Context: an optimization exercise on an open-source flow, tuned for small area. The choices shown serve that exercise and are no tape-out recipe.
Where RTL was checked, it was by simulation tests only, not by an equivalence proof against the original.
No functional check of the RTL was part of run 7.
No activity file was given, so power comes from the tool's default toggle rates.

### flow/flow/run.sh
#!/bin/bash
# Own layout flow: the standard ORFS flow, with an area-oriented synthesis
# (no full/half-adder extraction, an area-mapping ABC script), small port
# buffers and a clock tree without dummy loads. Each tool's output goes to a
# log of its own in this folder.
set -euo pipefail
W=$(pwd)
F=$W/flow

# Synthesis script: ORFS's synth.tcl with the ABC script swapped for ours.
sed -e "s|log_cmd abc {\*}\$abc_args|log_cmd abc -script $F/area.abc {*}[lrange \$abc_args 2 end]|" \
    "$FLOW_HOME/scripts/synth.tcl" > "$W/own_synth_body.tcl"
grep -q "area.abc" "$W/own_synth_body.tcl"
sed -e "s|\$::env(SCRIPTS_DIR)/synth.tcl|$W/own_synth_body.tcl|" synth_recipe.tcl > "$W/own_synth.tcl"
grep -q own_synth_body "$W/own_synth.tcl"

# standard.sh with our synthesis script and extra knobs.
# flow/knobs.txt: one extra make variable assignment per line.
EXTRA="ADDER_MAP_FILE="
while IFS= read -r line; do
  [[ -z "$line" || "$line" == \#* ]] && continue
  EXTRA="$EXTRA '$line'"
done < "$F/knobs.txt"
sed -e "s|SYNTH_SCRIPT=[^ ]*|SYNTH_SCRIPT=$W/own_synth.tcl $EXTRA|" standard.sh > "$W/own_standard.sh"
grep -q own_synth "$W/own_standard.sh"

bash "$W/own_standard.sh" finish > "$W/flow_make.log" 2>&1
### flow/flow/area.abc
strash
&get -n
&dc2
&dch -f
&nf -R 1000
&put
topo
### flow/flow/knobs.txt
BUFFER_PORTS_ARGS=-buffer_cell sky130_fd_sc_hd__buf_1
CTS_ARGS=-sink_clustering_enable -repair_clock_nets -dont_use_dummy_load -buf_list sky130_fd_sc_hd__clkbuf_4
### flow/standard.sh
#!/bin/bash
# synth_recipe.tcl (not shown) runs the flow's synth.tcl, then flattens the netlist and writes it again
# the make line also repeats each setting of config.mk as NAME=value (left out here)
make -C /OpenROAD-flow-scripts/flow DESIGN_CONFIG=/design/flow/config.mk WORK_HOME=/design/flow/orfs CLKGATE_MAP_FILE= SYNTH_SCRIPT=/design/flow/synth_recipe.tcl "${@:-finish}"
### flow/config.mk
export PLATFORM = sky130hd
export DESIGN_NAME = LDST_SEQUENCER
export DESIGN_NICKNAME = LDST_SEQUENCER
export VERILOG_FILES = /design/flow/design.v
export SDC_FILE = /design/flow/constraint.sdc
export NUM_CORES = 4
export LEC_CHECK = 0
export CAP_MARGIN = 10
export CORE_MARGIN = 2
export CORE_UTILIZATION = 55
export GPL_TIMING_DRIVEN = 0
export SETUP_SLACK_MARGIN = 0.1
export SLEW_MARGIN = 10
### flow/constraint.sdc
create_clock -name core_clock -period 3.5 [get_ports {clock}]
set_input_delay 0.7000 -clock core_clock [delete_from_list [all_inputs] [get_ports {clock}]]
set_output_delay 0.7000 -clock core_clock [all_outputs]
set_load 0.01 [all_outputs]
### flow/design.v
module LDST_SEQUENCER (
    input           clock,
    input           clock_enable,
    input           reset,
    output  [15:0]  instruction_bus_address,
    input   [12:0]  instruction_bus_data,
    output  [7:0]   io_bus_address,
    output  [7:0]   io_bus_data_out,
    input   [7:0]   io_bus_data_in,
    output          io_bus_out,
    output          io_bus_in
);
    wire    [11:0]  ins = instruction_bus_data[11:0];
    wire    [7:0]   d   = ins[7:0];
    wire    transfer    = ~ins[11] & ~ins[10];
    wire    load        = transfer & ~ins[8];
    wire    store       = transfer &  ins[8];
    wire    ld_bus      = load & ~ins[9];
    wire    subroutine  = ~ins[11] & ins[10];
    wire    call        = subroutine & ~ins[8];
    wire    ret         = subroutine &  ins[8];
    wire    internal    = ~|d[7:2];
    wire    sel_a       = internal & (d[1:0] == 2'd0);
    wire    sel_b       = internal & (d[1:0] == 2'd1);
    wire    sel_f       = internal & (d[1:0] == 2'd2);
    wire    sel_alu     = internal & (d[1:0] == 2'd3);
    wire    ex_store    = clock_enable & store;
    wire    ex_load     = clock_enable & load;
    reg     [7:0]   work;
    reg     [7:0]   reg_a;
    reg     [7:0]   reg_b;
    reg     [7:0]   alu_op;
    reg             flag_o, flag_c, flag_z;
    reg     [15:0]  pc;
    wire    [7:0]   op2     = alu_op[3] ? {8{alu_op[1]}} : (reg_b ^ {8{alu_op[1]}});
    wire            cin     = alu_op[1] ? ~(alu_op[0] & ~flag_c) : (alu_op[0] & flag_c);
    wire    [7:0]   g       = reg_a & op2;
    wire    [7:0]   p       = reg_a ^ op2;
    wire    [8:0]   c;
    assign  c[0] = cin;
    genvar  i;
    generate
        for (i = 0; i < 8; i = i + 2) begin : carry_chain
            wire    gg = g[i+1] | (p[i+1] & g[i]);
            wire    pp = p[i+1] & p[i];
            assign  c[i+1] = g[i] | (p[i] & c[i]);
            assign  c[i+2] = gg | (pp & c[i]);
        end
    endgenerate
    wire    [2:0]   fn      = alu_op[7:5];
    wire            sel_p   = (fn == 3'b001) | (fn == 3'b010) | (fn == 3'b100);
    wire            sel_g   = (fn == 3'b000) | (fn == 3'b001);
    wire            is_add  = (fn == 3'b100);
    wire            is_shl  = (fn == 3'b101);
    wire            is_shr  = fn[2] & fn[1];
    wire    [7:0]   logic_res = ({8{sel_p}} & p) ^ (({8{sel_g}} & g) | ({8{is_add}} & c[7:0]));
    wire    [7:0]   shl_res   = {reg_a[6:0], cin};
    wire    [7:0]   shr_res   = {cin | (alu_op[5] & reg_a[7]), reg_a[7:1]};
    wire    [7:0]   res_mux   = ({8{is_shl}} & shl_res)
                              | ({8{is_shr}} & shr_res)
                              | ({8{~(is_shl | is_shr)}} & logic_res);
    wire    [7:0]   alu_res   = res_mux ^ {8{alu_op[2]}};
    wire            c_out   = (is_add & c[8]) | (is_shl & reg_a[7]) | (is_shr & reg_a[0]) | (~alu_op[7] & flag_c);
    wire            o_out   = is_add ? (~(reg_a[7] ^ op2[7]) & (reg_a[7] ^ logic_res[7])) : flag_o;
    wire            z_out   = ~|alu_res;
    wire            ld_reg  = ex_load & ~ins[9];
    wire            w_imm   = ex_load & ins[9];
    wire            w_io    = ld_reg & ~internal;
    wire            w_a     = ld_reg & sel_a;
    wire            w_b     = ld_reg & sel_b;
    wire            w_f     = ld_reg & sel_f;
    wire            w_alu   = ld_reg & sel_alu;
    wire    [7:0]   work_next = ({8{w_imm}} & d)
                              | ({8{w_io}}  & io_bus_data_in)
                              | ({8{w_a}}   & reg_a)
                              | ({8{w_b}}   & reg_b)
                              | ({8{w_f}}   & {5'd0, flag_o, flag_c, flag_z})
                              | ({8{w_alu}} & alu_res)
                              | ({8{~ex_load}} & work);
    always @(posedge clock, posedge reset) begin
        if (reset)
            work <= 8'h00;
        else
            work <= work_next;
    end
    always @(posedge clock, posedge reset) begin
        if (reset) begin
            reg_a  <= 8'h00;
            reg_b  <= 8'h00;
            alu_op <= 8'h00;
        end else begin
            if (ex_store & sel_a)   reg_a  <= work;
            if (ex_store & sel_b)   reg_b  <= work;
            if (ex_store & sel_alu) alu_op <= work;
        end
    end
    always @(posedge clock, posedge reset) begin
        if (reset)
            {flag_o, flag_c, flag_z} <= 3'b000;
        else if (ex_store & sel_f)
            {flag_o, flag_c, flag_z} <= work[2:0];
        else if (w_alu)
            {flag_o, flag_c, flag_z} <= {o_out, c_out, z_out};
    end
    reg     [15:0]  st0, st1, st2, st3;
    reg     [3:0]   valid;
    wire            push    = clock_enable & call;
    wire            pop     = clock_enable & ret;
    wire    [15:0]  pc_inc  = pc + {15'd0, clock_enable};
    wire            hold    = ~push & ~pop;
    always @(posedge clock) begin
        st0 <= ({16{push}} & pc_inc) | ({16{pop}} & st1) | ({16{hold}} & st0);
        st1 <= ({16{push}} & st0)    | ({16{pop}} & st2) | ({16{hold}} & st1);
        st2 <= ({16{push}} & st1)    | ({16{pop}} & st3) | ({16{hold}} & st2);
        if (push)
            st3 <= st2;
    end
    always @(posedge clock, posedge reset) begin
        if (reset)
            valid <= 4'd0;
        else if (push)
            valid <= {valid[2:0], 1'b1};
        else if (pop)
            valid <= {1'b0, valid[3:1]};
    end
    wire    taken   = ins[11] & (~|ins[10:8] | |(ins[10:8] & {flag_o, flag_c, flag_z}));
    wire            sel_ret = clock_enable & ret & valid[0];
    wire            sel_jmp = clock_enable & (call | taken);
    wire            sel_inc = ~(clock_enable & (ret | call | taken));
    wire    [15:0]  pc_next = ({16{sel_ret}} & st0)
                            | ({16{sel_jmp}} & {work, d})
                            | ({16{sel_inc}} & pc_inc);
    always @(posedge clock, posedge reset) begin
        if (reset)
            pc <= 16'h0000;
        else
            pc <= pc_next;
    end
    assign  instruction_bus_address = pc;
    assign  io_bus_address          = d;
    assign  io_bus_data_out         = work;
    assign  io_bus_out              = store;
    assign  io_bus_in               = ld_bus;
endmodule
==> reports/results.ini, run 1 <==
[run_status]
status=no timing/DRC/antenna violations

[synthesis]
synthTopCellsByCount=54 x dfrtp_1, 48 x dfxtp_1, 46 x a222oi_1
synthMuxAreaShare_pct=5.03
synth.area.top_cells=dfrtp_1 25%, dfxtp_1 18%, edfxtp_1 9.0%
syn_avg_cell_area_um2=10.6
yosys.area_share.simple_pct=11.2
synth_flop_cell=dfrtp_1
ys_async_sr_fraction_pct=45.8
netlist.area_leader.share_pct=25.3
synth_xor_area_share_pct=3.60
yosysMostFrequentCell=dfrtp_1
synth-compound-area-share_pct=23.8
synth-seq-cells=118
synth_edf_count=16
netlist_area_um2=5350
synthCells=507
synth_warnings=1
synth_adder_area_share_pct=0.187
syn_nets=531
synth.largest_area_cell=dfrtp_1
ys_types=42
synth_top_family_by_area=compound AO/OA/AOI/OAI gates
yosysSeqAreaShare_pct=52.2

[timing]
clock_skew_ps=35.8
slew_violations=0
fmax_ghz=0.306
period_minus_slack_ps=3270
finalSetupViolations=0
relSlewSlack_pct=23.6
hold_viol=0
rsz0062_at_grt=false
min_period_over_period_pct=93.3
worstMarginPinSlew_ps=1140
fin_hold_ws_ps=134

[floorplan]
rows=36
fp.coreArea_um2=9590
die_h_um=103
dieWidth_um=103
ios=58
die_area_um2=10500
initial_core_util_pct=55.8

[worst_setup_path]
cp.required_ps=3850
cp_slowest_cell=dfrtp_2
crit_chain=buf_6 -> nor2_2 -> a21oi_2 -> maj3_2 -> o21ai_2 -> a21o_1 -> a21oi_2 -> o21bai_1 -> nor2_1 -> nor3_1 -> nor2_1 -> a221oi_2 -> a31oi_1 -> a221oi_2 -> xnor2_1 -> o21ai_0
critPathLaunchType=register
crit_family=compound AO/OA/AOI/OAI gates
worstPathArrival_ps=3620
path_class=reg -> reg
cpPeakStageDelay_ps=480
crit_fanout=4
cp-end-kind=register
cp_num_buf_inv=1

[global_route]
grt_pass1_vias=4172
grt_pass1_wl_mm=21.2
grt-ovfl-total=0
antenna_found_initial=0
track_usage_pct=26.6
grt_start_max_net_pins=49

[cells_and_area]
final_util_pct=63.0
fill_cells=819
n_antenna_cell=0
drive_above_1_share_pct=9.15
syn2layout_area_growth_pct=12.9
fin_nets=616

[pwr]
swShare_pct=30.5
p_sw_w=0.000933
leakage_nw=2.39
peakVddDrop_mv=0.299
cellPowerDensity_nw_per_um2=506
power_frac_comb_pct=18.3
clkPwrFrac_pct=20.5
total_power_w=0.00306
p_int_w=0.00213
p_seq_share_pct=61.2

[clock_network]
cts_max_level=4
cts-root-buf=clkbuf_4
hold_buffers=0
cts_sinks=118
clock_path_buffers=2
clkSlewWorstSetupHoldPaths_ps=100
clock_latency_ps=510
cts_tree=done
cts_made_buffers=17

[routing]
antenna_left=0
dr.pass1.iters=8
drt_iter0_markers=513
drc=0
vias=4541
via_per_inst=6.28
routed_wl_mm=13.6
wire_per_inst_um=18.8

[worst_hold_path]
hold_path_class=in -> async

[place]
numPortBuffers=56
place.detailed.hpwl_mm=9.32
gp_congestion=0.967

[flow_run]
max_cap_violations=0

==> sequential cells by signal, summed over array words and instances, names as in the netlist, 8 cells and up <==
name / cells
st2: 16
reg_a: 8
pc: 16
st0: 16
st3: 16
reg_b: 8
work: 8
st1: 16
==> cells by family (layout without fill, tap and decap cells) <==
group | count (synthesis) | after routing
and+or+nand+nor | 126 | 126
adders and majority gates | 1 | 1
DFF | 118 | 118
xor gates and xnor gates | 22 | 22
muxes | 24 | 24
AOI/OAI and AO/OA | 167 | 167
buffers and inverters | 49 | 132
==> cell usage in the layout, fill, tap and decap left out, types with 3 or more instances in the layout <==
cell | synthesis | routed
buf_12 | 0 | 3
a221oi_1 | 6 | 3
or3_1 | 3 | 3
buf_4 | 8 | 14
o21ai_0 | 36 | 35
o31ai_1 | 5 | 5
dfrtp_1 | 54 | 52
mux2_1 | 23 | 22
a22oi_1 | 32 | 32
nor2_1 | 41 | 40
nor3_1 | 13 | 13
clkbuf_4 | 0 | 17
dfxtp_1 | 48 | 48
clkinv_1 | 41 | 39
nand3_1 | 15 | 15
nand2_1 | 25 | 25
a221oi_2 | 0 | 3
xor2_1 | 9 | 8
a21oi_2 | 0 | 3
buf_1 | 0 | 56
a222oi_1 | 46 | 46
a221o_1 | 10 | 10
a21oi_1 | 16 | 13
xnor2_1 | 13 | 13
a21o_1 | 8 | 8
and2_0 | 10 | 8
edfxtp_1 | 16 | 16
==> timing repair <==
action / CTS / global route
gates resized for setup: 5 / 14
pin swaps: 1 / 8
setup endpoints to repair: 8 / 5
buffers inserted: 3 / 4
==> final cells by class <==
cell class | count | area [um2] | share of cell area, %
multi-input cells | 340 | 2410 | 39.9
inverters | 41 | 156 | 2.59
clock buffers | 17 | 128 | 2.11
flip-flops and latches | 118 | 2800 | 46.3
plain buffers | 8 | 60.1 | 0.994
well taps | 133 | 166 | 2.75
repair buffers | 66 | 327 | 5.40
==> stage by stage <==
step / cell area, um2 / setup WS [ps] / cells / setup TNS, ps
4_1_cts: 5970 / 121 / 719 / 0
5_1_grt: 6040 / 47.5 / 723 / 0
3_5_place_dp: 5790 / -584 / 699 / -2780
6_report: 6040 / 234 / 723 / 0
2_1_floorplan: 5350 / 198 / 507 / 0
3_3_place_gp: 5730 / -1200 / 696 / -41380
==> worst register-to-register path: cells and delay by family, from the launching register on <==
| family | cells | cell delay, ps |
|---|---|---|
| AO/OA/AOI/OAI | 9 | 1500 |
| flip-flops | 1 | 480 |
| AND/OR/NAND/NOR | 4 | 460 |
| adder cells (fa/ha/maj) | 1 | 360 |
| XOR/XNOR | 1 | 170 |
| buffers and inverters | 1 | 150 |
==> power groups by stage <==
| stage | registers (W) | logic, W | clock network [W] |
|---|---|---|---|
| CTS | 0.00186 | 0.000565 | 0.000650 |
| detailed placement | 0.00189 | 0.000562 | 0 |
| global route | 0.00190 | 0.000637 | 0.000708 |
| finish | 0.00187 | 0.000561 | 0.000626 |
| floorplan | 0.00187 | 0.000367 | 0 |
| global placement | 0.00188 | 0.000537 | 0 |
==> layer usage <==
metal,GRT usage [%],vias to the layer above,share of wire [%]
li1,-,2143,-
met1,34.8,2218,44
met2,43.2,156,49
met3,6.31,24,4.9
met4,9.74,0,1.8
met5,0,-,0
==> final timing paths <==
path	startpoint	endpoint	slack [ps]	cells after the start
worst min-delay path	reset	pc[2]	130	2
worst min register to register	st3[7]	st2[7]	450	2
worst max register to register	alu_op[1]	flag_z	230	16
max in group asynchronous	reset	alu_op[3]	2820	3
worst max-delay path	alu_op[1]	flag_z	230	16
min in group core_clock	st3[7]	st2[7]	450	2
==> run 2, diff against run 1 <==
--- a/flow/design.v
+++ b/flow/design.v
@@ -103,7 +103,7 @@
             {flag_o, flag_c, flag_z} <= {o_out, c_out, z_out};
     end
     reg     [15:0]  st0, st1, st2, st3;
-    reg     [3:0]   valid;
+    wire    [3:0]   valid;
     wire            push    = clock_enable & call;
     wire            pop     = clock_enable & ret;
     wire    [15:0]  pc_inc  = pc + {15'd0, clock_enable};
@@ -115,14 +115,16 @@
         if (push)
             st3 <= st2;
     end
+    reg     [2:0]   depth;
     always @(posedge clock, posedge reset) begin
         if (reset)
-            valid <= 4'd0;
-        else if (push)
-            valid <= {valid[2:0], 1'b1};
-        else if (pop)
-            valid <= {1'b0, valid[3:1]};
+            depth <= 3'd0;
+        else if (push & ~depth[2])
+            depth <= depth + 3'd1;
+        else if (pop & (depth != 3'd0))
+            depth <= depth - 3'd1;
     end
+    assign  valid = {depth[2], depth[2] | (depth[1] & depth[0]), depth[2] | depth[1], depth != 3'd0};
     wire    taken   = ins[11] & (~|ins[10:8] | |(ins[10:8] & {flag_o, flag_c, flag_z}));
     wire            sel_ret = clock_enable & ret & valid[0];
     wire            sel_jmp = clock_enable & (call | taken);
--- a/flow/config.mk
+++ b/flow/config.mk
@@ -9,5 +9,5 @@
 export CORE_MARGIN = 2
 export CORE_UTILIZATION = 55
 export GPL_TIMING_DRIVEN = 0
-export SETUP_SLACK_MARGIN = 0.1
+export SETUP_SLACK_MARGIN = 0.15
 export SLEW_MARGIN = 10
==> reports/results.ini, run 2 <==
[synthesis]
synth-seq-cells=117  ; -0.85%
synthCells=506  ; -0.20%
ys_types=42  ; unchanged
synth_flop_cell=dfrtp_1
synth_edf_count=16  ; unchanged
synth.area.top_cells=dfrtp_1 25%, dfxtp_1 18%, edfxtp_1 9.1%
netlist.area_leader.share_pct=25.0  ; -0.25 points
syn_avg_cell_area_um2=10.5  ; -0.67%
ys_async_sr_fraction_pct=45.3  ; -0.46 points
synthTopCellsByCount=53 x dfrtp_1, 48 x dfxtp_1, 45 x a222oi_1
yosysSeqAreaShare_pct=52.2  ; about the same
yosysMostFrequentCell=dfrtp_1
synth.largest_area_cell=dfrtp_1
syn_nets=530  ; -0.19%
netlist_area_um2=5310  ; -0.87%
synth_warnings=1  ; unchanged

[routing]
via_per_inst=6.40  ; +1.9%
dr.pass1.iters=6  ; -2
drc=0  ; unchanged
antenna_left=0  ; unchanged
drt_iter0_markers=510  ; -0.58%
vias=4648  ; +2.4%
routed_wl_mm=14.0  ; +2.9%
wire_per_inst_um=19.3  ; +2.5%

[clock_network]
cts_tree=done
cts-root-buf=clkbuf_4
clkSlewWorstSetupHoldPaths_ps=110  ; about the same
cts_made_buffers=17  ; unchanged
cts_max_level=4  ; unchanged
clock_latency_ps=520  ; about the same
cts_sinks=117  ; -0.85%
clock_path_buffers=2  ; unchanged

[floorplan]
fp.coreArea_um2=9280  ; -3.2%
rows=35  ; -2.8%
die_area_um2=10400  ; -0.84%
initial_core_util_pct=57.1  ; +1.4 points
die_h_um=102  ; -0.42%
dieWidth_um=102  ; -0.42%
ios=58  ; unchanged

[timing]
relSlewSlack_pct=18.9  ; -4.8 points
finalSetupViolations=0  ; unchanged
min_period_over_period_pct=94.3  ; +0.92 points
period_minus_slack_ps=3300  ; +32.4 ps
slew_violations=0  ; unchanged
rsz0062_at_grt=true
worstMarginPinSlew_ps=1220  ; +79.9 ps
setup_slack_ps=201  ; -32.4 ps
hold_viol=0  ; unchanged
clock_skew_ps=43.7  ; +7.89 ps
fmax_ghz=0.303  ; -0.98%

[pwr]
cellPowerDensity_nw_per_um2=505  ; -0.24%
leakage_nw=2.37  ; -0.58%
peakVddDrop_mv=0.227  ; -24%

[cells_and_area]
fin_nets=623  ; +1.1%
drive_above_1_share_pct=12.6  ; +3.4 points
layout_common_cells=56 x buf_1, 51 x dfrtp_1, 48 x dfxtp_1, 45 x a222oi_1, 40 x clkinv_1
fill_cells=779  ; -4.9%
syn2layout_area_growth_pct=16.3
n_antenna_cell=0  ; unchanged
final_common_cell=buf_1
final_util_pct=66.5  ; +3.5 points

[worst_setup_path]
cp_num_buf_inv=1  ; unchanged
cp.required_ps=3900  ; +50 ps
cp-end-kind=register
worstPathArrival_ps=3700  ; +80 ps
crit_family=simple AND/OR/NAND/NOR gates
critPathLaunchType=register
crit_fanout=4  ; unchanged
cp_slowest_cell=or4_1
path_class=reg -> reg
crit_chain=xor2_4 -> buf_6 -> a21oi_4 -> and2_4 -> o21bai_4 -> a21oi_4 -> a22oi_2 -> xnor2_1 -> a221oi_2 -> xnor2_1 -> or4_1 -> or4_1 -> o21ai_1
cpPeakStageDelay_ps=520  ; +40 ps

[global_route]
antenna_found_initial=0  ; unchanged
track_usage_pct=27.3  ; +0.76 points
met1_usage_pct=36.8  ; +2.0 points
grt_use_met2_pct=43.4  ; +0.13 points
grt_start_max_net_pins=50  ; +2.0%
busiest_layer=met2
gr-usage-met3_pct=7.39  ; +1.1 points
grt-ovfl-total=0  ; unchanged
grt_pass1_wl_mm=21.7  ; +1.9%
grt_pass1_vias=4181  ; +0.22%

[place]
dp_slack_ps=-362  ; +222 ps
gp_congestion=0.916  ; -5.3%
place.detailed.hpwl_mm=9.11  ; -2.3%
numPortBuffers=56  ; unchanged

[flow_run]
max_cap_violations=0  ; unchanged

[run_status]
status=no timing/DRC/antenna violations

[worst_hold_path]
hold_path_class=in -> async

## run 2: changes by cell type in the layout (fill, tap and decap cells not counted), moves of 3 or more
cell     previous run  this run
nor3_1             13         7
buf_4              14        20
a21o_1              8         5
xor2_1              8         3
nand2_1            25        30
a21oi_4             0         3
o31ai_1             5         1
xnor2_1            13        24
nor2_2              1         4
and2_0              8         4
mux2_1             22        19
o21ai_1             0         3
## run 2: layer usage
layer | up-vias | wire length (um)
met1 | 2280 | 6150
met5 | - | 0
li1 | 2149 | -
met2 | 197 | 6690
met4 | 0 | 262
met3 | 22 | 909
## run 2: final timing paths
kind	startpoint	end	slack, ps	cells past startpoint
max	alu_op[1]	flag_z	200	13
max reg2reg	alu_op[1]	flag_z	200	13
min reg2reg	st3[1]	st2[1]	460	2
max in group asynchronous	reset	alu_op[6]	2880	3
min	reset	pc[4]	70	2
min in group core_clock	st3[1]	st2[1]	460	2
## run 2: logic make-up (layout without fill, tap and decap cells)
kind of cell    count (synthesis)  after routing  synth area share, %
compound gates                170            170                 24.2
simple gates                  120            121                 10.5
mux                            20             20                 4.25
flops                         117            117                 52.2
xor+xnor                       28             28                 4.62
buf+inv                        50            140                 4.10
fa+ha+maj                       1              1                0.189
## run 2: layout make-up
cell class                      count  area, um2  share of cell area (%)
Tap cell                          129        161                    2.62
Inverter                           42        164                    2.66
Clock buffer                       17        128                    2.07
Multi-Input combinational cell    340       2510                    40.7
Sequential cell                   117       2770                    44.9
Buffer                              8       60.1                   0.973
Timing Repair Buffer               73        373                    6.04
## run 2: repair_timing
action	CTS	global route
setup buffers	8	6
pin swaps	12	13
hold buffers	0	0
setup endpoints to repair	4	23
cloned	0	1
gates resized for setup	20	20
## run 2: stage by stage
step | instances | hold slack, ps | cell area (um2) | power, W | TNS [ps]
floorplan | 506 | 430 | 5340 | 0.00227 | 0
global placement | 691 | 443 | 5710 | 0.00246 | -82300
detailed placement | 694 | 447 | 5760 | 0.00250 | -5920
CTS | 719 | 50.3 | 6040 | 0.00312 | 0
global route | 726 | 19.4 | 6170 | 0.00331 | 0
finish | 726 | 65.9 | 6170 | 0.00312 | 0
## run 2: report_power, final
group	leakage, nW	internal, W	total [W]	switching, W
sequential	1.24	0.00164	0.00189	0.000250
clock	0.0782	0.000221	0.000618	0.000397
combinational	1.05	0.000288	0.000610	0.000322
total	2.37	0.00215	0.00312	0.000969
==> run 3, diff against run 2 <==
--- a/flow/config.mk
+++ b/flow/config.mk
@@ -9,5 +9,5 @@
 export CORE_MARGIN = 2
 export CORE_UTILIZATION = 55
 export GPL_TIMING_DRIVEN = 0
-export SETUP_SLACK_MARGIN = 0.15
+export SETUP_SLACK_MARGIN = 0.1
 export SLEW_MARGIN = 10
==> reports/results.ini, run 3 <==
[place]
gp_congestion=0.931  ; +1.6%
place.detailed.hpwl_mm=9.57  ; +5.1%
numPortBuffers=56  ; unchanged

[synthesis]
synthCells=506  ; unchanged
synth-compound-area-share_pct=24.2  ; unchanged
synth.largest_area_cell=dfrtp_1
synth_warnings=1  ; unchanged
synth.area.top_cells=dfrtp_1 25%, dfxtp_1 18%, edfxtp_1 9.1%
netlist.area_leader.share_pct=25.0  ; unchanged
synthMuxAreaShare_pct=4.25  ; unchanged
netlist_area_um2=5310  ; unchanged
synth_adder_area_share_pct=0.189  ; unchanged
yosysSeqAreaShare_pct=52.2  ; unchanged
synth_top_family_by_area=compound AO/OA/AOI/OAI gates
synth-seq-cells=117  ; unchanged
syn_nets=530  ; unchanged
synthTopCellsByCount=53 x dfrtp_1, 48 x dfxtp_1, 45 x a222oi_1
ys_async_sr_fraction_pct=45.3  ; unchanged
synth_edf_count=16  ; unchanged
synth_xor_area_share_pct=4.62  ; unchanged
yosys.area_share.simple_pct=10.5  ; unchanged
ys_types=42  ; unchanged
synth_flop_cell=dfrtp_1
syn_avg_cell_area_um2=10.5  ; unchanged
yosysMostFrequentCell=dfrtp_1

[floorplan]
die_area_um2=10400  ; unchanged
fp.coreArea_um2=9280  ; unchanged
initial_core_util_pct=57.1  ; unchanged
die_h_um=102  ; unchanged
rows=35  ; unchanged
dieWidth_um=102  ; unchanged
ios=58  ; unchanged

[worst_setup_path]
critPathLaunchType=register
cp-end-kind=register
cp_slowest_cell=or4_1
path_class=reg -> reg
worstPathArrival_ps=3810  ; +110 ps
cp_num_buf_inv=0  ; -1
crit_family=compound AO/OA/AOI/OAI gates
cpPeakStageDelay_ps=520  ; about the same
cp.required_ps=3930  ; +30 ps
crit_chain=xor2_4 -> a21oi_4 -> maj3_2 -> o21bai_4 -> a21oi_2 -> o21bai_2 -> o32ai_2 -> xnor2_1 -> a221oi_2 -> xnor2_1 -> or4_1 -> or4_1 -> o21ai_1
crit_fanout=4  ; unchanged

[cells_and_area]
final_util_pct=64.9  ; -1.6 points
final_common_cell=buf_1
fill_cells=802  ; +3.0%
n_antenna_cell=0  ; unchanged
fin_nets=613  ; -1.6%
layout_common_cells=56 x buf_1, 52 x dfrtp_1, 48 x dfxtp_1, 45 x a222oi_1
syn2layout_area_growth_pct=13.5
drive_above_1_share_pct=9.37  ; -3.2 points

[clock_network]
cts-root-buf=clkbuf_4
clock_path_buffers=2  ; unchanged
clock_latency_ps=540  ; +20 ps
cts_sinks=117  ; unchanged
cts_max_level=4  ; unchanged
cts_made_buffers=17  ; unchanged
clkSlewWorstSetupHoldPaths_ps=120  ; about the same
cts_tree=done

[pwr]
cellPowerDensity_nw_per_um2=520  ; +2.9%
leakage_nw=2.31  ; -2.8%
peakVddDrop_mv=0.189  ; -17%

[routing]
antenna_left=0  ; unchanged
drc=0  ; unchanged
vias=4602  ; -0.99%
via_per_inst=6.43  ; +0.39%
routed_wl_mm=14.1  ; +0.69%
dr.pass1.iters=5  ; -1
drt_iter0_markers=487  ; -4.5%
wire_per_inst_um=19.7  ; +2.1%

[timing]
relSlewSlack_pct=22.8  ; +4.0 points
slew_violations=0  ; unchanged
min_period_over_period_pct=96.5  ; +2.2 points
rsz0062_at_grt=true
period_minus_slack_ps=3380  ; +78.4 ps
finalSetupViolations=0  ; unchanged
fmax_ghz=0.296  ; -2.3%
hold_viol=0  ; unchanged
fin_hold_ws_ps=51.6  ; -14.3 ps
worstMarginPinSlew_ps=1160  ; -60.7 ps
fin_setup_tns_ps=0  ; unchanged
clock_skew_ps=46.9  ; +3.24 ps

[global_route]
grt_pass1_vias=4332  ; +3.6%
grt_start_max_net_pins=50  ; unchanged
track_usage_pct=28.0  ; +0.68 points
antenna_found_initial=0  ; unchanged
grt_pass1_wl_mm=22.0  ; +1.5%
grt-ovfl-total=0  ; unchanged

[flow_run]
max_cap_violations=0  ; unchanged

[run_status]
status=no timing/DRC/antenna violations

[worst_hold_path]
hold_path_class=in -> async

[run 3: cell counts after synthesis]
Identical to the previous run, type by type.
[run 3: cell type report]
cell class	count	area [um2]	area share (%)
Sequential cell	117	2770	46.0
Multi-Input combinational cell	339	2440	40.5
Timing Repair Buffer	64	302	5.01
Inverter	42	161	2.68
Tap cell	129	161	2.68
Clock buffer	17	128	2.12
Buffer	8	60.1	0.998
[run 3: through the flow]
step,cell area (um2),cells,power [W],setup WS (ps)
after global placement,5700,691,0.00249,-1380
final,6020,716,0.00313,123
after detailed placement,5760,694,0.00252,-485
after CTS,6000,716,0.00314,100
after global routing,6020,716,0.00331,-24.6
after floorplan,5330,506,0.00227,104
[run 3: cells by family after synthesis]
| family | count (synthesis) |
|---|---|
| adders and majority gates | 1 |
| muxes | 20 |
| xor gates and xnor gates | 28 |
| and+or+nand+nor | 120 |
| AOI/OAI and AO/OA | 170 |
| buffers and inverters | 50 |
| DFF | 117 |
[run 3: timing repair]
item / in CTS / in global routing
resized for setup: 19 / 5
endpoints found under the hold margin: 0 / 0
setup buffers: 5 / 0
pin swaps: 5 / 0
hold buffers: 0 / 0
endpoints found under the setup margin: 4 / 34
[run 3: final timing paths]
kind                                 from  endpoint  slack, ps  cells past startpoint
worst max-delay path            alu_op[1]    flag_z        120                     13
worst min-delay path                reset     pc[4]         50                      2
worst max register to register  alu_op[1]    flag_z        120                     13
worst min register to register     st2[7]    st3[7]        440                      0
max in group asynchronous           reset  reg_a[1]       2880                      3
min in group core_clock            st2[7]    st3[7]        440                      0
[run 3: per-layer routing]
| layer | up-vias | part of all wire (%) | track usage, % |
|---|---|---|---|
| li1 | 2126 | - | - |
| met1 | 2246 | 41 | 34.6 |
| met2 | 196 | 49 | 47.5 |
| met3 | 34 | 7.0 | 6.70 |
| met4 | 0 | 2.6 | 11.4 |
| met5 | - | 0 | 0 |
[run 3: power by group]
part	internal, W	leakage (nW)	switching, W
Clock	0.000221	0.0782	0.000408
Combinational	0.000283	0.987	0.000321
Sequential	0.00164	1.24	0.000259
Total	0.00214	2.31	0.000988
==> run 4, diff against run 3 <==
--- a/flow/flow/run.sh
+++ b/flow/flow/run.sh
@@ -1,7 +1,8 @@
 #!/bin/bash
 # Own layout flow: the standard ORFS flow, with an area-oriented synthesis
-# (no full/half-adder extraction, an area-mapping ABC script), small port
-# buffers and a clock tree without dummy loads. Each tool's output goes to a
+# (no full/half-adder extraction, an area-mapping ABC script), synthesis's
+# pass-through buffers removed before port buffering, small port buffers and
+# a clock tree without dummy loads. Each tool's output goes to a
 # log of its own in this folder.
 set -euo pipefail
 W=$(pwd)
@@ -16,7 +17,7 @@
 
 # standard.sh with our synthesis script and extra knobs.
 # flow/knobs.txt: one extra make variable assignment per line.
-EXTRA="ADDER_MAP_FILE="
+EXTRA="ADDER_MAP_FILE= PRE_GLOBAL_PLACE_TCL=$F/pre_gpl.tcl"
 while IFS= read -r line; do
   [[ -z "$line" || "$line" == \#* ]] && continue
   EXTRA="$EXTRA '$line'"
==> flow/flow/pre_gpl.tcl (new file) <==
# Before port buffering and global placement: remove the buffers synthesis
# put on pass-through wires (instruction_bus_data[7:0] to io_bus_address),
# as the standard flow's timing-driven placement does; buffer_ports then
# gives every port its own buffer.
remove_buffers
==> reports/results.ini, run 4 <==
[worst_setup_path]
cp_slowest_cell=or4_1
crit_fanout=7  ; +3
path_class=reg -> reg
worstPathArrival_ps=3770  ; -40 ps
critPathLaunchType=register
cp-end-kind=register
cpPeakStageDelay_ps=510  ; about the same
crit_chain=xor2_4 -> buf_6 -> a21oi_2 -> and2_4 -> o21bai_4 -> a21oi_2 -> o21bai_1 -> o32ai_2 -> xnor2_1 -> a221oi_2 -> xnor2_1 -> or4_1 -> or4_1 -> o21ai_1
cp.required_ps=3920  ; about the same

[clock_network]
cts-root-buf=clkbuf_4
cts_tree=done
clock_path_buffers=2  ; unchanged
cts_max_level=4  ; unchanged
clkSlewWorstSetupHoldPaths_ps=120  ; about the same
cts_sinks=117  ; unchanged
cts_made_buffers=17  ; unchanged
clock_latency_ps=530  ; about the same
hold_buffers=0  ; unchanged

[floorplan]
rows=35  ; unchanged
dieWidth_um=102  ; unchanged
fp.coreArea_um2=9280  ; unchanged
ios=58  ; unchanged
die_h_um=102  ; unchanged
die_area_um2=10400  ; unchanged
initial_core_util_pct=57.1  ; unchanged

[timing]
finalSetupViolations=0  ; unchanged
worstMarginPinSlew_ps=1180  ; +23.9 ps
hold_viol=0  ; unchanged
rsz0062_at_grt=true
slew_violations=0  ; unchanged
fmax_ghz=0.299  ; +0.86%
clock_skew_ps=44.6  ; -2.32 ps
period_minus_slack_ps=3350  ; -28.7 ps
setup_slack_ps=151  ; +28.7 ps
min_period_over_period_pct=95.7  ; -0.82 points
fin_hold_ws_ps=79.7  ; +28.1 ps
relSlewSlack_pct=21.2  ; -1.6 points

[synthesis]
ys_async_sr_fraction_pct=45.3  ; unchanged
syn_avg_cell_area_um2=10.5  ; unchanged
ys_types=42  ; unchanged
syn_nets=530  ; unchanged
netlist_area_um2=5310  ; unchanged
synth_warnings=1  ; unchanged
synth_flop_cell=dfrtp_1
synth.largest_area_cell=dfrtp_1
synth.area.top_cells=dfrtp_1 25%, dfxtp_1 18%, edfxtp_1 9.1%
synth-seq-cells=117  ; unchanged
synth_edf_count=16  ; unchanged
yosysSeqAreaShare_pct=52.2  ; unchanged
netlist.area_leader.share_pct=25.0  ; unchanged
synthTopCellsByCount=53 x dfrtp_1, 48 x dfxtp_1, 45 x a222oi_1
synthCells=506  ; unchanged
yosysMostFrequentCell=dfrtp_1

[cells_and_area]
fill_cells=795  ; -0.87%
layout_common_cells=56 x buf_1, 52 x dfrtp_1, 48 x dfxtp_1, 45 x a222oi_1, 40 x clkinv_1
multiInputGateArea_um2=2440  ; -0.10%
syn2layout_area_growth_pct=12.4
fin_cells=708  ; -1.1%
stdcell_area_um2=5960  ; -0.98%
fin_nets=605  ; -1.3%
final_common_cell=buf_1
drive_above_1_share_pct=8.12  ; -1.3 points
n_antenna_cell=0  ; unchanged
regArea_um2=2770  ; unchanged

[global_route]
track_usage_pct=28.7  ; +0.71 points
grt_pass1_wl_mm=22.6  ; +2.8%
antenna_found_initial=1  ; +1
grt-ovfl-total=0  ; unchanged
grt_pass1_vias=4368  ; +0.83%
grt_start_max_net_pins=50  ; unchanged

[routing]
vias=4512  ; -2.0%
drc=0  ; unchanged
dr.pass1.iters=8  ; +3
routed_wl_mm=14.2  ; +0.61%
dr.max_layer_used=met5
met3_length_um=964  ; -1.9%
dr_wl_met2_mm=7.09  ; +1.6%
antenna_left=0  ; unchanged
drt_iter0_markers=466  ; -4.3%
wire_per_inst_um=20.0  ; +1.7%
via_per_inst=6.37  ; -0.85%
wl_met1_mm=5.89  ; +1.8%

[place]
dp_slack_ps=-462  ; +23.6 ps
place_inst=686  ; -1.2%
numPortBuffers=56  ; unchanged
place.detailed.hpwl_mm=9.49  ; -0.88%
place_area_um2=5700  ; -1.0%
gp_congestion=0.975  ; +4.7%

[pwr]
cellPowerDensity_nw_per_um2=525  ; +1.1%
leakage_nw=2.28  ; -1.1%
peakVddDrop_mv=0.230  ; +22%

[run_status]
status=no timing/DRC/antenna violations

[worst_hold_path]
hold_path_class=in -> async

[flow_run]
max_cap_violations=0  ; unchanged

[run 4: cell counts after synthesis]
Identical to the previous run, type by type.
[run 4: layer usage]
metal	vias to the layer above	track usage, %
met5	-	0
met4	2	11.0
met3	15	8.14
met2	179	47.1
met1	2218	36.3
li1	2098	-
[run 4: path summary, 6_finish.rpt]
check | from | endpoint | slack (ps) | cells past startpoint
min in group core_clock | st2[14] | st3[14] | 430 | 0
hold reg to reg | st2[14] | st3[14] | 430 | 0
max in group asynchronous | reset | reg_b[6] | 2850 | 3
hold / removal | reset | pc[11] | 80 | 2
setup reg to reg | alu_op[1] | flag_z | 150 | 14
setup / recovery | alu_op[1] | flag_z | 150 | 14
[run 4: metrics by stage]
step / total power [W] / utilization, % / setup TNS [ps]
after floorplan: 0.00227 / - / 0
after global placement: 0.00247 / 60.8 / -92380
after detailed placement: 0.00251 / 61.4 / -14970
after CTS: 0.00314 / 64.0 / 0
after global routing: 0.00332 / 64.2 / 0
final: 0.00313 / 64.2 / 0
[run 4: where the power goes]
group          leakage [nW]  switching, W  internal [W]  total, W
combinational         0.961      0.000321      0.000278  0.000599
sequential             1.24      0.000260       0.00164   0.00190
clock                0.0782      0.000415      0.000221  0.000636
total                  2.28      0.000995       0.00214   0.00313
[run 4: area by class of cell]
type,count,area share (%)
repair buffers,64,5.12
flip-flops and latches,117,46.4
inverters,42,2.71
well taps,129,2.71
multi-input cells,339,40.9
clock buffers,17,2.14
[run 4: what timing repair did]
item	CTS	global route
cloned	0	0
pin swaps	8	4
setup buffers	5	0
endpoints found under the setup margin	4	34
gates resized for setup	20	6
[run 4: kinds of logic after synthesis]
kind of cell             count (synthesis)  synth area share (%)
AO/OA/AOI/OAI                          170                  24.2
AND/OR/NAND/NOR                        120                  10.5
flip-flops                             117                  52.2
buffers and inverters                   50                  4.10
XOR/XNOR                                28                  4.62
multiplexers                            20                  4.25
adder cells (fa/ha/maj)                  1                 0.189
[run 4: critical path: cells and delay by family, from the launching register on]
family	cells	cell delay (ps)
AND/OR/NAND/NOR	3	1100
AO/OA/AOI/OAI	7	950
XOR/XNOR	3	520
flip-flops	1	500
buffers and inverters	1	180
==> run 5, diff against run 4 <==
--- a/flow/config.mk
+++ b/flow/config.mk
@@ -9,5 +9,5 @@
 export CORE_MARGIN = 2
 export CORE_UTILIZATION = 55
 export GPL_TIMING_DRIVEN = 0
-export SETUP_SLACK_MARGIN = 0.1
+export SETUP_SLACK_MARGIN = 0.05
 export SLEW_MARGIN = 10
==> reports/results.ini, run 5 <==
[run_status]
status=no timing/DRC/antenna violations

[cells_and_area]
fill_cells=811  ; +2.0%
syn2layout_area_growth_pct=11.3
fin_cells=706  ; -0.28%
fin_nets=603  ; -0.33%
final_common_cell=buf_1
drive_above_1_share_pct=7.11  ; -1.0 points
n_antenna_cell=0  ; unchanged
stdcell_area_um2=5900  ; -0.97%
layout_common_cells=56 x buf_1, 52 x dfrtp_1, 48 x dfxtp_1, 45 x a222oi_1, 41 x nor2_1

[worst_setup_path]
worstReg2RegEnd=flag_z
critPathLaunchType=register
path_class=reg -> reg
cp-end-kind=register
r2r_cells=14  ; unchanged
cpPeakStageDelay_ps=520  ; about the same
cp.required_ps=3910  ; about the same
cp_slowest_cell=or4_1
crit_fanout=8  ; +1
worstPathArrival_ps=3840  ; +70 ps
r2r-start=alu_op[1]
crit_chain=buf_4 -> nor2_1 -> a21oi_2 -> maj3_2 -> o21bai_4 -> a21oi_1 -> o21bai_1 -> o32ai_1 -> xnor2_1 -> a221oi_2 -> xnor2_1 -> or4_1 -> or4_1 -> o21ai_0
reg2reg_slack_ps=70  ; -90 ps

[timing]
relSlewSlack_pct=26.1  ; +4.9 points
fmax_ghz=0.291  ; -2.5%
period_minus_slack_ps=3430  ; +85.8 ps
worstMarginPinSlew_ps=1110  ; -71.2 ps
slew_violations=0  ; unchanged
min_period_over_period_pct=98.1  ; +2.5 points
hold_viol=0  ; unchanged
clock_skew_ps=27.3  ; -17.3 ps
finalSetupViolations=0  ; unchanged
rsz0062_at_grt=true

[synthesis]
netlist.area_leader.share_pct=25.0  ; unchanged
synth-seq-cells=117  ; unchanged
syn_avg_cell_area_um2=10.5  ; unchanged
ys_types=42  ; unchanged
synth_warnings=1  ; unchanged
synth_edf_count=16  ; unchanged
synth.area.top_cells=dfrtp_1 25%, dfxtp_1 18%, edfxtp_1 9.1%
yosysSeqAreaShare_pct=52.2  ; unchanged
syn_nets=530  ; unchanged
synth.largest_area_cell=dfrtp_1
yosysMostFrequentCell=dfrtp_1
ys_async_sr_fraction_pct=45.3  ; unchanged
synth_flop_cell=dfrtp_1
netlist_area_um2=5310  ; unchanged
synthCells=506  ; unchanged
synthTopCellsByCount=53 x dfrtp_1, 48 x dfxtp_1, 45 x a222oi_1

[routing]
routed_wl_mm=13.6  ; -4.2%
via_per_inst=6.34  ; -0.49%
drc=0  ; unchanged
wire_per_inst_um=19.3  ; -3.9%
vias=4477  ; -0.78%
dr.pass1.iters=9  ; +1
drt_iter0_markers=504  ; +8.2%
antenna_left=0  ; unchanged

[clock_network]
cts_tree=done
cts_made_buffers=17  ; unchanged
clock_latency_ps=490  ; -40 ps
cts-root-buf=clkbuf_4
cts_sinks=117  ; unchanged
clock_path_buffers=2  ; unchanged
hold_buffers=0  ; unchanged
clkSlewWorstSetupHoldPaths_ps=90  ; -30 ps
cts_max_level=4  ; unchanged

[global_route]
antenna_found_initial=0  ; -1
grt_pass1_wl_mm=21.6  ; -4.2%
grt_start_max_net_pins=50  ; unchanged
track_usage_pct=27.2  ; -1.6 points
grt-ovfl-total=0  ; unchanged
grt_pass1_vias=4214  ; -3.5%

[pwr]
cellPowerDensity_nw_per_um2=525  ; about the same
clkPwrFrac_pct=20.1  ; -0.2 points
p_sw_w=0.000965  ; -3.0%
leakage_nw=2.25  ; -1.2%
peakVddDrop_mv=0.365  ; +59%
swShare_pct=31.1  ; -0.64 points
p_seq_share_pct=60.9  ; +0.3 points
power_frac_comb_pct=19.0  ; about the same
p_int_w=0.00214  ; about the same

[place]
place.detailed.hpwl_mm=9.36  ; -1.3%
place_inst=686  ; unchanged
place_area_um2=5690  ; -0.13%
gp_congestion=0.871  ; -11%
numPortBuffers=56  ; unchanged

[floorplan]
initial_core_util_pct=57.1  ; unchanged
rows=35  ; unchanged
fp.coreArea_um2=9280  ; unchanged
ios=58  ; unchanged
dieWidth_um=102  ; unchanged
die_area_um2=10400  ; unchanged
die_h_um=102  ; unchanged

[flow_run]
max_cap_violations=0  ; unchanged

[worst_hold_path]
hold_path_class=in -> async

==> run 5: cell families after synthesis <==
kind of cell	synth area share [%]
flip-flops	52.2
AND/OR/NAND/NOR	10.5
multiplexers	4.25
buffers and inverters	4.10
AO/OA/AOI/OAI	24.2
adder cells (fa/ha/maj)	0.189
XOR/XNOR	4.62
==> run 5: worst max-delay path by stage <==
stage	start	end	slack (ps)	cells past startpoint
detailed placement	clock_enable	st2[14]	-570	7
global placement	clock_enable	depth[1]	-1530	8
finish	alu_op[1]	flag_z	70	14
floorplan	instruction_bus_data[11]	depth[1]	40	7
CTS	alu_op[1]	flag_z	4	12
global route	instruction_bus_data[6]	flag_z	-110	9
==> run 5: repair_timing <==
action,in CTS,in global routing
gates resized for setup,6,10
setup endpoints to repair,19,6
pin swaps,1,3
buffers inserted,2,0
gates cloned,0,1
==> run 5: layout make-up <==
| type | count | area [um2] | share of cell area [%] |
|---|---|---|---|
| Sequential cell | 117 | 2770 | 46.9 |
| Multi-Input combinational cell | 340 | 2410 | 40.8 |
| Timing Repair Buffer | 61 | 275 | 4.66 |
| Inverter | 42 | 164 | 2.78 |
| Tap cell | 129 | 161 | 2.73 |
| Clock buffer | 17 | 128 | 2.16 |
==> run 5: worst max-delay path: cells and delay by family, from the launching register on <==
kind | cells | cell delay [ps]
adders and majority gates | 1 | 360
and+or+nand+nor | 3 | 1060
AOI/OAI and AO/OA | 7 | 980
buffers and inverters | 1 | 200
xor gates and xnor gates | 2 | 260
DFF | 1 | 490
==> run 5: through the flow <==
stage          hold slack (ps)  power [W]  util, %  TNS (ps)  worst slack (ps)
6_report                   196    0.00310     63.6         0              65.7
5_1_grt                    193    0.00329     63.6      -110              -110
4_1_cts                    180    0.00312     63.2         0              3.73
3_5_place_dp               442    0.00250     61.3    -23100              -565
3_3_place_gp               438    0.00246     60.7    -96500             -1530
2_1_floorplan              430    0.00227        -         0              41.1
==> run 5: metal layers <==
metal / part of all wire [%] / global-route usage, % / vias up
met5: 0 / 0 / -
met4: 2.0 / 9.44 / 0
met3: 6.1 / 5.75 / 21
met2: 48 / 44.9 / 159
met1: 43 / 35.7 / 2189
li1: - / - / 2108
==> run 5: power by group through the flow <==
| stage | logic (W) | clock network (W) | registers (W) |
|---|---|---|---|
| 3_3_place_gp | 0.000563 | 0 | 0.00190 |
| 4_1_cts | 0.000590 | 0.000643 | 0.00188 |
| 6_report | 0.000588 | 0.000624 | 0.00189 |
| 3_5_place_dp | 0.000587 | 0 | 0.00191 |
| 2_1_floorplan | 0.000396 | 0 | 0.00187 |
| 5_1_grt | 0.000670 | 0.000699 | 0.00192 |
==> run 6, diff against run 5 <==
--- a/flow/config.mk
+++ b/flow/config.mk
@@ -7,7 +7,7 @@
 export LEC_CHECK = 0
 export CAP_MARGIN = 10
 export CORE_MARGIN = 2
-export CORE_UTILIZATION = 55
+export CORE_UTILIZATION = 50
 export GPL_TIMING_DRIVEN = 0
 export SETUP_SLACK_MARGIN = 0.05
 export SLEW_MARGIN = 10
==> reports/results.ini, run 6 <==
[run_status]
status=no timing/DRC/antenna violations

[timing]
rsz0062_at_grt=true
fmax_ghz=0.295  ; +1.4%
fin_hold_ws_ps=92.4  ; -104 ps
slew_violations=0  ; unchanged
min_period_over_period_pct=96.8  ; -1.4 points
hold_viol=0  ; unchanged
worstMarginPinSlew_ps=1180  ; +69.8 ps
relSlewSlack_pct=21.4  ; -4.7 points
setup_slack_ps=114  ; +47.9 ps
clock_skew_ps=28.6  ; +1.34 ps
finalSetupViolations=0  ; unchanged
period_minus_slack_ps=3390  ; -47.9 ps

[clock_network]
hold_buffers=0  ; unchanged
clock_path_buffers=2  ; unchanged
cts_tree=done
cts-root-buf=clkbuf_4
cts_max_level=4  ; unchanged
cts_sinks=117  ; unchanged
cts_made_buffers=17  ; unchanged
clock_latency_ps=520  ; +30 ps
clkSlewWorstSetupHoldPaths_ps=90  ; about the same

[synthesis]
syn_nets=530  ; unchanged
ys_async_sr_fraction_pct=45.3  ; unchanged
synth_warnings=1  ; unchanged
synth_edf_count=16  ; unchanged
yosysSeqAreaShare_pct=52.2  ; unchanged
netlist_area_um2=5310  ; unchanged
synth.area.top_cells=dfrtp_1 25%, dfxtp_1 18%, edfxtp_1 9.1%
yosysMostFrequentCell=dfrtp_1
netlist.area_leader.share_pct=25.0  ; unchanged
syn_avg_cell_area_um2=10.5  ; unchanged
synthTopCellsByCount=53 x dfrtp_1, 48 x dfxtp_1, 45 x a222oi_1
synthCells=506  ; unchanged
synth.largest_area_cell=dfrtp_1
synth-seq-cells=117  ; unchanged
synth_flop_cell=dfrtp_1
ys_types=42  ; unchanged

[cells_and_area]
layout_common_cells=56 x buf_1, 52 x dfrtp_1, 48 x dfxtp_1, 45 x a222oi_1, 40 x clkinv_1
stdcell_area_um2=6050  ; +2.5%
final_common_cell=buf_1
final_util_pct=58.6  ; -5.0 points
n_antenna_cell=0  ; unchanged
fin_nets=610  ; +1.2%
drive_above_1_share_pct=10.1  ; +3.0 points
syn2layout_area_growth_pct=14.1

[routing]
antenna_left=0  ; unchanged
dr.pass1.iters=7  ; -2
routed_wl_mm=14.7  ; +8.1%
wire_per_inst_um=20.4  ; +6.0%
via_per_inst=6.47  ; +2.0%
vias=4655  ; +4.0%
drc=0  ; unchanged
drt_iter0_markers=658  ; +31%

[worst_setup_path]
critPathLaunchType=register
cp-end-kind=register
reg2reg_slack_ps=110  ; +50 ps
worstPathArrival_ps=3820  ; -20 ps
crit_fanout=3  ; -5
path_class=reg -> reg
cp.required_ps=3930  ; +20 ps

[pwr]
clkPwrFrac_pct=20.4  ; +0.3 points
power_frac_comb_pct=19.1  ; about the same
leakage_nw=2.30  ; +2.1%
cellPowerDensity_nw_per_um2=517  ; -1.5%
p_int_w=0.00214  ; about the same
p_sw_w=0.000994  ; +2.9%
total_power_w=0.00313  ; +0.97%
p_seq_share_pct=60.5  ; -0.4 points
peakVddDrop_mv=0.278  ; -24%
swShare_pct=31.7  ; +0.61 points

[flow_run]
max_cap_violations=0  ; unchanged

[global_route]
grt-ovfl-total=0  ; unchanged
track_usage_pct=26.2  ; -0.97 points
grt_pass1_vias=4326  ; +2.7%
grt_start_max_net_pins=50  ; unchanged
antenna_found_initial=0  ; unchanged
grt_pass1_wl_mm=22.8  ; +5.5%

[floorplan]
fp.coreArea_um2=10300  ; +11%
initial_core_util_pct=51.4  ; -5.8 points
dieWidth_um=107  ; +4.7%
die_h_um=107  ; +4.7%
die_area_um2=11500  ; +9.6%
rows=37  ; +5.7%
ios=58  ; unchanged

[place]
place.detailed.hpwl_mm=9.57  ; +2.2%
dp_slack_ps=-649  ; -83.4 ps
place_area_um2=5700  ; about the same
numPortBuffers=56  ; unchanged
gp_congestion=0.862  ; -1.0%

[worst_hold_path]
hold_path_class=in -> async

-- run 6: changes by cell type in the layout (fill, tap and decap cells not counted), moves of 2 or more --
cell      previous run  this run
nor2_1              41        38
a221oi_1             5         3
a221oi_2             2         4
nor2_4               1         3
buf_6                0         2
a21oi_1             17        15
buf_4                2         8
a21oi_4              0         2
-- run 6: stage by stage --
| step | instances | TNS, ps |
|---|---|---|
| 5_1_grt | 720 | 0 |
| 2_1_floorplan | 506 | 0 |
| 3_5_place_dp | 693 | -27970 |
| 6_report | 720 | 0 |
| 3_3_place_gp | 690 | -102560 |
| 4_1_cts | 715 | 0 |
-- run 6: area by class of cell --
| cell class | count | area (um2) |
|---|---|---|
| clock buffer | 17 | 128 |
| fill | 911 | 4270 |
| inverter | 42 | 164 |
| multi-input combinational | 340 | 2490 |
| sequential | 117 | 2770 |
| tap | 136 | 170 |
| timing repair buffer | 68 | 328 |
-- run 6: per-layer routing --
| metal | track usage (%) | vias up | wire [um] |
|---|---|---|---|
| li1 | - | 2116 | - |
| met1 | 34.7 | 2315 | 6410 |
| met2 | 41.2 | 196 | 6810 |
| met3 | 7.11 | 28 | 1160 |
| met4 | 9.74 | 0 | 308 |
| met5 | 0 | - | 0 |
-- run 6: worst paths after layout --
check | depth (start not counted) | from | end
min | 2 | reset | alu_op[0]
min in group core_clock | 0 | st2[2] | st3[2]
max | 13 | alu_op[1] | flag_z
min reg2reg | 0 | st2[2] | st3[2]
max in group asynchronous | 3 | reset | flag_z
max reg2reg | 13 | alu_op[1] | flag_z
-- run 6: power by group through the flow --
| stage | Clock (W) | Sequential, W | Combinational (W) |
|---|---|---|---|
| 6_report | 0.000638 | 0.00189 | 0.000599 |
| 2_1_floorplan | 0 | 0.00187 | 0.000396 |
| 4_1_cts | 0.000654 | 0.00188 | 0.000596 |
| 5_1_grt | 0.000706 | 0.00193 | 0.000677 |
| 3_3_place_gp | 0 | 0.00190 | 0.000568 |
| 3_5_place_dp | 0 | 0.00191 | 0.000589 |
-- run 6: timing repair --
action | in CTS | in global routing
gates resized for setup | 13 | 24
buffers inserted | 5 | 4
pin swaps | 4 | 7
gates cloned | 0 | 1
setup endpoints to repair | 20 | 21
-- run 6: cell families after synthesis --
logic type | Yosys count | share of synthesized area [%]
flip-flops | 117 | 52.2
adder cells (fa/ha/maj) | 1 | 0.189
AND/OR/NAND/NOR | 120 | 10.5
multiplexers | 20 | 4.25
AO/OA/AOI/OAI | 170 | 24.2
buffers and inverters | 50 | 4.10
XOR/XNOR | 28 | 4.62
-- run 6: worst max-delay path, stage by stage (launching register included) --
cell	delay (ps)
dfrtp_2	500
xor2_4	250
a21oi_4	90
maj3_2	350
o21bai_4	180
a21oi_4	100
o21bai_4	140
o32ai_2	100
xnor2_1	150
a221oi_2	220
xnor2_1	120
or4_1	540
or4_4	430
o21ai_2	110
==> run 7, diff against run 6 <==
--- a/flow/design.v
+++ b/flow/design.v
@@ -62,7 +62,7 @@
     wire    [7:0]   alu_res   = res_mux ^ {8{alu_op[2]}};
     wire            c_out   = (is_add & c[8]) | (is_shl & reg_a[7]) | (is_shr & reg_a[0]) | (~alu_op[7] & flag_c);
     wire            o_out   = is_add ? (~(reg_a[7] ^ op2[7]) & (reg_a[7] ^ logic_res[7])) : flag_o;
-    wire            z_out   = ~|alu_res;
+    wire            z_out   = alu_op[2] ? &res_mux : ~|res_mux;
     wire            ld_reg  = ex_load & ~ins[9];
     wire            w_imm   = ex_load & ins[9];
     wire            w_io    = ld_reg & ~internal;
--- a/flow/config.mk
+++ b/flow/config.mk
@@ -7,7 +7,7 @@
 export LEC_CHECK = 0
 export CAP_MARGIN = 10
 export CORE_MARGIN = 2
-export CORE_UTILIZATION = 50
+export CORE_UTILIZATION = 55
 export GPL_TIMING_DRIVEN = 0
 export SETUP_SLACK_MARGIN = 0.05
 export SLEW_MARGIN = 10
==> reports/results.ini, run 7 <==
[run_status]
status=no timing/DRC/antenna violations

[synthesis]
synth.largest_area_cell=dfrtp_1
synth-seq-cells=117  ; unchanged
netlist_area_um2=5330  ; +0.54%
synthCells=523  ; +3.4%
syn_avg_cell_area_um2=10.2  ; -2.7%
ys_async_sr_fraction_pct=45.3  ; unchanged
synth_edf_count=16  ; unchanged
synthTopCellsByCount=55 x nor2_1, 53 x dfrtp_1, 48 x dfxtp_1
synth_flop_cell=dfrtp_1
yosysSeqAreaShare_pct=51.9  ; -0.28 points
yosysMostFrequentCell=nor2_1
syn_nets=547  ; +3.2%
synth_warnings=1  ; unchanged
ys_types=39  ; -7.1%
synth.area.top_cells=dfrtp_1 25%, dfxtp_1 18%, edfxtp_1 9.0%
netlist.area_leader.share_pct=24.9  ; -0.13 points

[cells_and_area]
syn2layout_area_growth_pct=11.6
final_util_pct=63.8  ; +5.2 points
layout_common_cells=56 x buf_1, 51 x dfrtp_1, 50 x nor2_1, 48 x dfxtp_1, 45 x a222oi_1
final_common_cell=buf_1
n_antenna_cell=0  ; unchanged
drive_above_1_share_pct=7.90  ; -2.2 points
fin_nets=621  ; +1.8%

[worst_setup_path]
path_class=reg -> reg
cp_slowest_cell=dfrtp_2
crit_family=compound AO/OA/AOI/OAI gates
critPathLaunchType=register
worstReg2RegEnd=flag_z
crit_top_cell=nor2_1
cp-end-kind=register
cp_num_buf_inv=1  ; +1
r2r_cells=20  ; +7
startpoint=alu_op[1]
crit_cells=20  ; +7
r2r-start=alu_op[1]
cpPeakStageDelay_ps=470  ; -70 ps
reg2reg_slack_ps=260  ; +140 ps
endpoint=flag_z
crit_fanout=4  ; +1
cp.required_ps=3860  ; -70 ps
worstPathArrival_ps=3600  ; -220 ps
crit_chain=buf_4 -> nor2_1 -> a21oi_1 -> and2_4 -> nor2_2 -> nor2_2 -> nor2_1 -> nor2_1 -> nor2_1 -> nor2_2 -> nor2_1 -> nor2_2 -> o21ai_2 -> a21o_1 -> a21oi_4 -> a221oi_2 -> a31oi_2 -> a211oi_2 -> a21boi_2 -> o21ai_0

[place]
gp_congestion=0.885  ; +2.7%
place.detailed.hpwl_mm=9.48  ; -0.90%
numPortBuffers=56  ; unchanged

[routing]
drt_iter0_markers=453  ; -31%
dr.pass1.iters=9  ; +2
wire_per_inst_um=19.6  ; -4.0%
vias=4558  ; -2.1%
routed_wl_mm=14.2  ; -3.4%
dr.max_layer_used=met4
dr_wl_met2_mm=6.86  ; +0.63%
met3_length_um=873  ; -24%
drc=0  ; unchanged
via_per_inst=6.30  ; -2.6%
antenna_left=0  ; unchanged
wl_met1_mm=6.18  ; -3.7%

[clock_network]
cts_made_buffers=17  ; unchanged
cts_max_level=4  ; unchanged
clkSlewWorstSetupHoldPaths_ps=90  ; about the same
cts-root-buf=clkbuf_4
clock_latency_ps=520  ; about the same
cts_sinks=117  ; unchanged
hold_buffers=0  ; unchanged
clock_path_buffers=2  ; unchanged
cts_tree=done

[timing]
worstMarginPinSlew_ps=1200  ; +24.9 ps
fmax_ghz=0.308  ; +4.4%
hold_viol=0  ; unchanged
fin_hold_ws_ps=144  ; +51.9 ps
period_minus_slack_ps=3240  ; -143 ps
min_period_over_period_pct=92.7  ; -4.1 points
clock_skew_ps=36.7  ; +8.12 ps
relSlewSlack_pct=19.7  ; -1.7 points
finalSetupViolations=0  ; unchanged
slew_violations=0  ; unchanged
rsz0062_at_grt=true

[pwr]
clkPwrFrac_pct=20.4  ; about the same
p_sw_w=0.000989  ; -0.53%
peakVddDrop_mv=0.273  ; -1.9%
leakage_nw=2.24  ; -2.6%
swShare_pct=31.6  ; -0.12 points
power_frac_comb_pct=19.2  ; about the same
cellPowerDensity_nw_per_um2=525  ; +1.5%
p_int_w=0.00214  ; about the same
p_seq_share_pct=60.4  ; about the same

[floorplan]
dieWidth_um=102  ; -4.2%
fp.coreArea_um2=9330  ; -9.6%
die_h_um=102  ; -4.2%
initial_core_util_pct=57.2  ; +5.8 points
rows=35  ; -5.4%
ios=58  ; unchanged
die_area_um2=10500  ; -8.3%

[global_route]
grt_start_max_net_pins=50  ; unchanged
grt_pass1_wl_mm=22.1  ; -3.2%
grt-ovfl-total=0  ; unchanged
grt_pass1_vias=4216  ; -2.5%
antenna_found_initial=0  ; unchanged
track_usage_pct=28.2  ; +2.0 points

[flow_run]
max_cap_violations=0  ; unchanged

[worst_hold_path]
hold_path_class=in -> async

==> run 7: kinds of logic after synthesis <==
group           count (synthesis)  synth area share (%)
xor+xnor                       24                  3.94
flops                         117                  51.9
compound gates                174                  24.3
buf+inv                        51                  4.15
simple gates                  137                  11.5
mux                            20                  4.20
==> run 7: power groups by stage <==
stage,registers (W),logic [W],clock network [W]
2_1_floorplan,0.00187,0.000403,0
3_3_place_gp,0.00190,0.000572,0
3_5_place_dp,0.00191,0.000595,0
4_1_cts,0.00188,0.000603,0.000653
5_1_grt,0.00192,0.000678,0.000709
6_report,0.00189,0.000600,0.000638
==> run 7: worst min-delay path by stage <==
stage	to	slack (ps)	cells past startpoint
floorplan	st3[15]	430	0
global placement	st3[12]	440	0
detailed placement	st3[11]	450	0
CTS	pc[3]	130	2
global route	flag_c	150	2
finish	flag_c	140	2
==> run 7: worst reg2reg max path: cells and delay by family, from the launching register on <==
| family | cells | cell delay [ps] |
|---|---|---|
| compound gates | 9 | 1410 |
| flops | 1 | 470 |
| buf+inv | 1 | 190 |
| simple gates | 10 | 1040 |
==> run 7: area by class of cell <==
type,count,area [um2]
fillers,806,3370
flip-flops and latches,117,2770
inverters,43,168
clock buffers,17,128
well taps,129,161
multi-input cells,356,2450
repair buffers,62,279
==> run 7: timing repair <==
item / in CTS / in global routing
resized for setup: 8 / 16
pin swaps: 3 / 7
buffers inserted: 3 / 0
endpoints found under the setup margin: 39 / 20
cloned: 1 / 0
hold endpoints to repair: 0 / 0
==> run 7: metrics by stage <==
step                      setup TNS [ps]  total power, W  setup slack (ps)  cells  area [um2]
after floorplan                        0         0.00228              41.4    523        5340
after global placement            -93440         0.00247             -1480    700        5660
after detailed placement          -32720         0.00250              -675    703        5710
after CTS                              0         0.00314              24.7    724        5900
after global routing               -55.6         0.00331             -55.6    724        5950
final                                  0         0.00313               257    724        5950
==> run 7: metal layers <==
| layer | track usage [%] | up-vias |
|---|---|---|
| met5 | 0 | - |
| met3 | 7.73 | 23 |
| li1 | - | 2152 |
| met4 | 8.72 | 0 |
| met1 | 35.4 | 2236 |
| met2 | 47.5 | 147 |

what the ideal ports hide:
No port has a modelled driver above. Below, the same layouts with a new extraction and two added sets of constraints. Step 1, drivers: a clkbuf_16 drives clock and a buf_2 each remaining input, both assumed. Step 2 also shifts input and output timing later by t, the mid clock arrival at the registers, as if the neighbouring blocks saw the same clock. a / b / c = no drivers / after step 1 / after step 2; a / b = the first two.
run | shift t [ns] | setup WS [ns] | worst setup path after step 2 | worst slew at a driven data input, ns | pins driven straight from the clock port
run 1 | 0.528 | 0.234 / 0.234 / 0.131 | input to register | 0.03 | 1
run 2 | 0.529 | 0.201 / 0.201 / -0.125 | input to register | 0.04 | 1
run 3 | 0.548 | 0.123 / 0.123 / -0.347 | input to register | 0.06 | 1
run 4 | 0.535 | 0.151 / 0.151 / -0.171 | input to register | 0.06 | 1
run 5 | 0.510 | 0.066 / 0.066 / -0.342 | input to register | 0.05 | 1
run 6 | 0.543 | 0.114 / 0.114 / -0.216 | input to register | 0.05 | 1
run 7 | 0.534 | 0.257 / 0.257 / -0.245 | input to register | 0.03 | 1
With both steps, setup timing fails in 6 of these runs, where it was met with ideal ports. The setup slack of run 7, which loses most, moves by 0.000 ns with the drivers and by -0.502 ns with both steps.
